This is an optimization exercise on Yosys and OpenROAD, whose aim is small area, a short achievable clock period and few clock cycles, not a production implementation. Power is estimated from default activity; no workload was simulated.

## lane 5
## Div
module Div (
    input wire clk,
    input wire reset_total,
    input wire reset_local,
    input wire [31:0] dividend_in,
    input wire [31:0] divisor_in,
    output reg zero_division_flag,
    output wire [31:0] remainder_out,
    output wire [31:0] quotient_out,
    output wire done
);
Size: roughly 1600 cells after synthesis, roughly 110 flip-flops, ~130 I/O pins.
==> module Div, before the edit <==
module Div (
    input wire clk,
    input wire reset_total,
    input wire reset_local,
    input wire [31:0] dividend_in,
    input wire [31:0] divisor_in,
    output reg zero_division_flag,
    output wire [31:0] remainder_out,
    output wire [31:0] quotient_out,
    output wire done
);
    function [6:0] lzc32;
        input [31:0] x;
        reg [15:0] v1; reg [15:0] c1;
        reg [7:0]  v2; reg [15:0] c2;
        reg [3:0]  v3; reg [11:0] c3;
        reg [1:0]  v4; reg [7:0]  c4;
        reg        v5; reg [4:0]  c5;
        integer k;
        begin
            for (k = 0; k < 16; k = k + 1) begin
                v1[k] = x[31-2*k] | x[30-2*k];
                c1[k] = ~x[31-2*k];
            end
            for (k = 0; k < 8; k = k + 1) begin
                v2[k] = v1[2*k] | v1[2*k+1];
                c2[2*k+:2] = v1[2*k] ? {1'b0, c1[2*k]} : {1'b1, c1[2*k+1]};
            end
            for (k = 0; k < 4; k = k + 1) begin
                v3[k] = v2[2*k] | v2[2*k+1];
                c3[3*k+:3] = v2[2*k] ? {1'b0, c2[4*k+:2]} : {1'b1, c2[4*k+2+:2]};
            end
            for (k = 0; k < 2; k = k + 1) begin
                v4[k] = v3[2*k] | v3[2*k+1];
                c4[4*k+:4] = v3[2*k] ? {1'b0, c3[6*k+:3]} : {1'b1, c3[6*k+3+:3]};
            end
            v5 = v4[0] | v4[1];
            c5 = v4[0] ? {1'b0, c4[3:0]} : {1'b1, c4[7:4]};
            lzc32 = {v5, ~v5, c5 & {5{v5}}};    
        end
    endfunction
    wire        sa = dividend_in[31];
    wire        sb = divisor_in[31];
    wire        ca = sa & ~&(dividend_in[31:1] | ~dividend_in[30:0]);
    wire [6:0]  la = lzc32(sa ? {~dividend_in[30:0], 1'b1} : dividend_in);
    wire [6:0]  lb = lzc32({1'b0, divisor_in[31:1] ^ divisor_in[30:0]});
    wire [4:0]  lb5 = lb[4:0] | {5{lb[5]}};
    wire        bz = ~sb & ~lb[6];
    wire [6:0]  cmp = {1'b0, la[5:0]} + {2'b11, ~lb5} + {6'd0, ca};
    wire        trivial = ~cmp[6];
    reg  [31:0] r;       
    reg  [31:0] q;       
    reg  [32:0] d;       
    reg  [4:0]  za;      
    reg  [4:0]  zb;      
    reg         zc;      
    reg         run;     
    reg         p2;      
    reg         sr;      
    reg         sq;      
    wire [32:0] rx = {r[31], r};
    wire [32:0] t = rx + d + 33'd1;
    wire        tz = &(rx ^ d);
    wire        ge = sr ? (t[32] | tz) : ~t[32];
    wire [4:0]  s = zb + ~za + {4'd0, ~zc};
    reg  [32:0] d_sh;
    integer i;
    always @* begin
        d_sh = d;
        for (i = 0; i < 5; i = i + 1)
            if (s[i]) d_sh = (d_sh << (1 << i)) | ~({33{1'b1}} << (1 << i));
    end
    wire        start = reset_local & ~reset_total;
    wire        go = ~trivial & ~bz;
    wire        take = run & ge & (~p2 | sq);
    always @(posedge clk) begin
        if (reset_local)
            r <= dividend_in & {32{~bz}};
        else if (take)
            r <= t[31:0];
        if (reset_local)
            d <= (sa ^ sb) ? {sb, divisor_in} - 33'd1 : ~{sb, divisor_in};
        else if (p2)
            d <= d_sh;
        else
            d <= {d[32], d[32:1]};
        if (reset_total) begin
            run <= 1'b0;
            p2 <= 1'b0;
        end else if (reset_local) begin
            run <= go;
            p2 <= go;
            za <= la[4:0];
            zb <= lb5;
            zc <= ca;
            q <= 32'd0;
            sr <= sa;
            sq <= sa ^ sb;
            zero_division_flag <= bz;
        end else if (p2) begin
            p2 <= 1'b0;
            za <= s;
            if (!ge) run <= 1'b0;
            q <= {32{sq & ge}};
        end else if (run) begin
            q <= {q[30:0], ge ^ sq};
            za <= za - 5'd1;
            if (za == 5'd0) run <= 1'b0;
        end
    end
    assign done = ~run;
    assign quotient_out  = q;
    assign remainder_out = r;
endmodule
export LEC_CHECK = 0
export ABC_AREA = 1
export CAP_MARGIN = 20
export CORE_MARGIN = 2
export CORE_UTILIZATION = 60
export CTS_BUF_LIST = sky130_fd_sc_hd__clkbuf_4 sky130_fd_sc_hd__clkbuf_8
export CTS_CLUSTER_SIZE = 20
export SETUP_SLACK_MARGIN = 3.2
export SLEW_MARGIN = 20
create_clock -name core_clock -period 6.0 [get_ports {clk}]
standard.sh (not shown) runs the stock make flow with config.mk's settings and CLKGATE_MAP_FILE= SYNTH_SCRIPT=/design/flow/synth_recipe.tcl, a recipe that flattens the netlist after the stock synthesis.
==> flow/flow/run.sh <==
#!/bin/bash
# Standard layout (the standard.sh) with these changes:
# - adders keep Yosys's default carry-lookahead mapping instead of the
#   Kogge-Stone extra map, and are not turned into half/full adder cells, so
#   ABC maps them;
# - the port buffers are the smallest buffer cell (repair_timing upsizes the
#   ones on critical paths).
set -euo pipefail
export ADDER_MAP_FILE=
export SYNTH_OPERATIONS_ARGS=-nordff
export BUFFER_PORTS_ARGS="-buffer_cell sky130_fd_sc_hd__buf_1"
bash standard.sh > flow_make.log 2>&1
Lane 5: flow completed, timing, DRC and antenna clean
## Diff of input files: lane 3 against lane 5
--- a/flow/design.v
+++ b/flow/design.v
@@ -43,7 +43,7 @@
     wire        sb = divisor_in[31];
     wire        ca = sa & ~&(dividend_in[31:1] | ~dividend_in[30:0]);
     wire [6:0]  la = lzc32(sa ? {~dividend_in[30:0], 1'b1} : dividend_in);
-    wire [6:0]  lb = lzc32({1'b0, divisor_in[31:1] ^ divisor_in[30:0]});
+    wire [6:0]  lb = lzc32(divisor_in ^ {32{sb}});
     wire [4:0]  lb5 = lb[4:0] | {5{lb[5]}};
     wire        bz = ~sb & ~lb[6];
     wire [6:0]  cmp = {1'b0, la[5:0]} + {2'b11, ~lb5} + {6'd0, ca};
@@ -59,9 +59,13 @@
     reg         sr;      
     reg         sq;      
     wire [32:0] rx = {r[31], r};
+    wire [32:0] d2 = {d[32], d[32:1]};
     wire [32:0] t = rx + d + 33'd1;
     wire        tz = &(rx ^ d);
     wire        ge = sr ? (t[32] | tz) : ~t[32];
+    wire [32:0] t2 = rx + d2 + 33'd1;
+    wire        tz2 = &(rx ^ d2);
+    wire        ge2 = sr ? (t2[32] | tz2) : ~t2[32];
     wire [4:0]  s = zb + ~za + {4'd0, ~zc};
     reg  [32:0] d_sh;
     integer i;
@@ -70,20 +74,26 @@
         for (i = 0; i < 5; i = i + 1)
             if (s[i]) d_sh = (d_sh << (1 << i)) | ~({33{1'b1}} << (1 << i));
     end
-    wire        start = reset_local & ~reset_total;
     wire        go = ~trivial & ~bz;
+    wire        step = run & ~p2;
+    wire        last = (za == 5'd0);
     wire        take = run & ge & (~p2 | sq);
+    wire        take2 = step & ~ge & ~last & ge2;
     always @(posedge clk) begin
         if (reset_local)
             r <= dividend_in & {32{~bz}};
         else if (take)
             r <= t[31:0];
+        else if (take2)
+            r <= t2[31:0];
         if (reset_local)
             d <= (sa ^ sb) ? {sb, divisor_in} - 33'd1 : ~{sb, divisor_in};
         else if (p2)
             d <= d_sh;
+        else if (ge)
+            d <= d2;
         else
-            d <= {d[32], d[32:1]};
+            d <= {{2{d[32]}}, d[32:2]};
         if (reset_total) begin
             run <= 1'b0;
             p2 <= 1'b0;
@@ -103,9 +113,15 @@
             if (!ge) run <= 1'b0;
             q <= {32{sq & ge}};
         end else if (run) begin
-            q <= {q[30:0], ge ^ sq};
-            za <= za - 5'd1;
-            if (za == 5'd0) run <= 1'b0;
+            if (ge | last) begin
+                q <= {q[30:0], ge ^ sq};
+                za <= za - 5'd1;
+                if (last) run <= 1'b0;
+            end else begin
+                q <= {q[29:0], sq, ge2 ^ sq};
+                za <= za - 5'd2;
+                if (za == 5'd1) run <= 1'b0;
+            end
         end
     end
     assign done = ~run;
- Lane 3 vs. lane 5: starting density of the core down 0.38 points; multi-input logic portion of the cell area up 1.0 points; delay of the slowest critical-path stage up 280 ps.
- Worst hold path stage count: lane 5 vs lane 3, no meaningful difference
- Summary of lane 3 over lane 5: post-synthesis mux area share decreased by 0.23 points relative to the old numbers; first-pass iteration count of the detailed router went up 2; endpoint arrival time on the critical path decreased by 60 ps relative to the old numbers; proportion of total power due to net switching higher.
- Tightest slew margin relative to the limit on lane 3 is up relative to lane 5.
- Cmp lane 3 and lane 5 / total chip power / higher: lane 3
- Lane 3 against lane 5: number of signal-net inverters in the final layout +90, static leakage power +about 30%.
No functional check of the RTL was part of any run of this note.

re-timing with driven ports:
No port has a modelled driver above. Below, the same layouts with a new extraction and two added sets of constraints.
Step 1: set_driving_cell puts a clkbuf_16 on clk and a buf_2 on each other input, an assumption about the parent block.
Step 2 moves the port delays by t, midway between the first and last clock arrival at a register: inputs arrive t later, outputs are due t later. That takes back most of the time a late clock gives input paths.
Slacks: ideal / step 1 / step 2; pairs: ideal / step 1.
run | t, ns | setup WS [ns] | worst register clock-pin slew, ns
lane 5 | 0.486 | 3.103 / 3.107 / 2.621 | 0.09 / 0.09
lane 3 | 0.508 | 3.026 / 3.026 / 2.645 | 0.10 / 0.10
After both steps every run listed still meets setup and hold. The setup slack of lane 5, which loses most, moves by +0.004 ns with the drivers and by -0.482 ns with both steps.
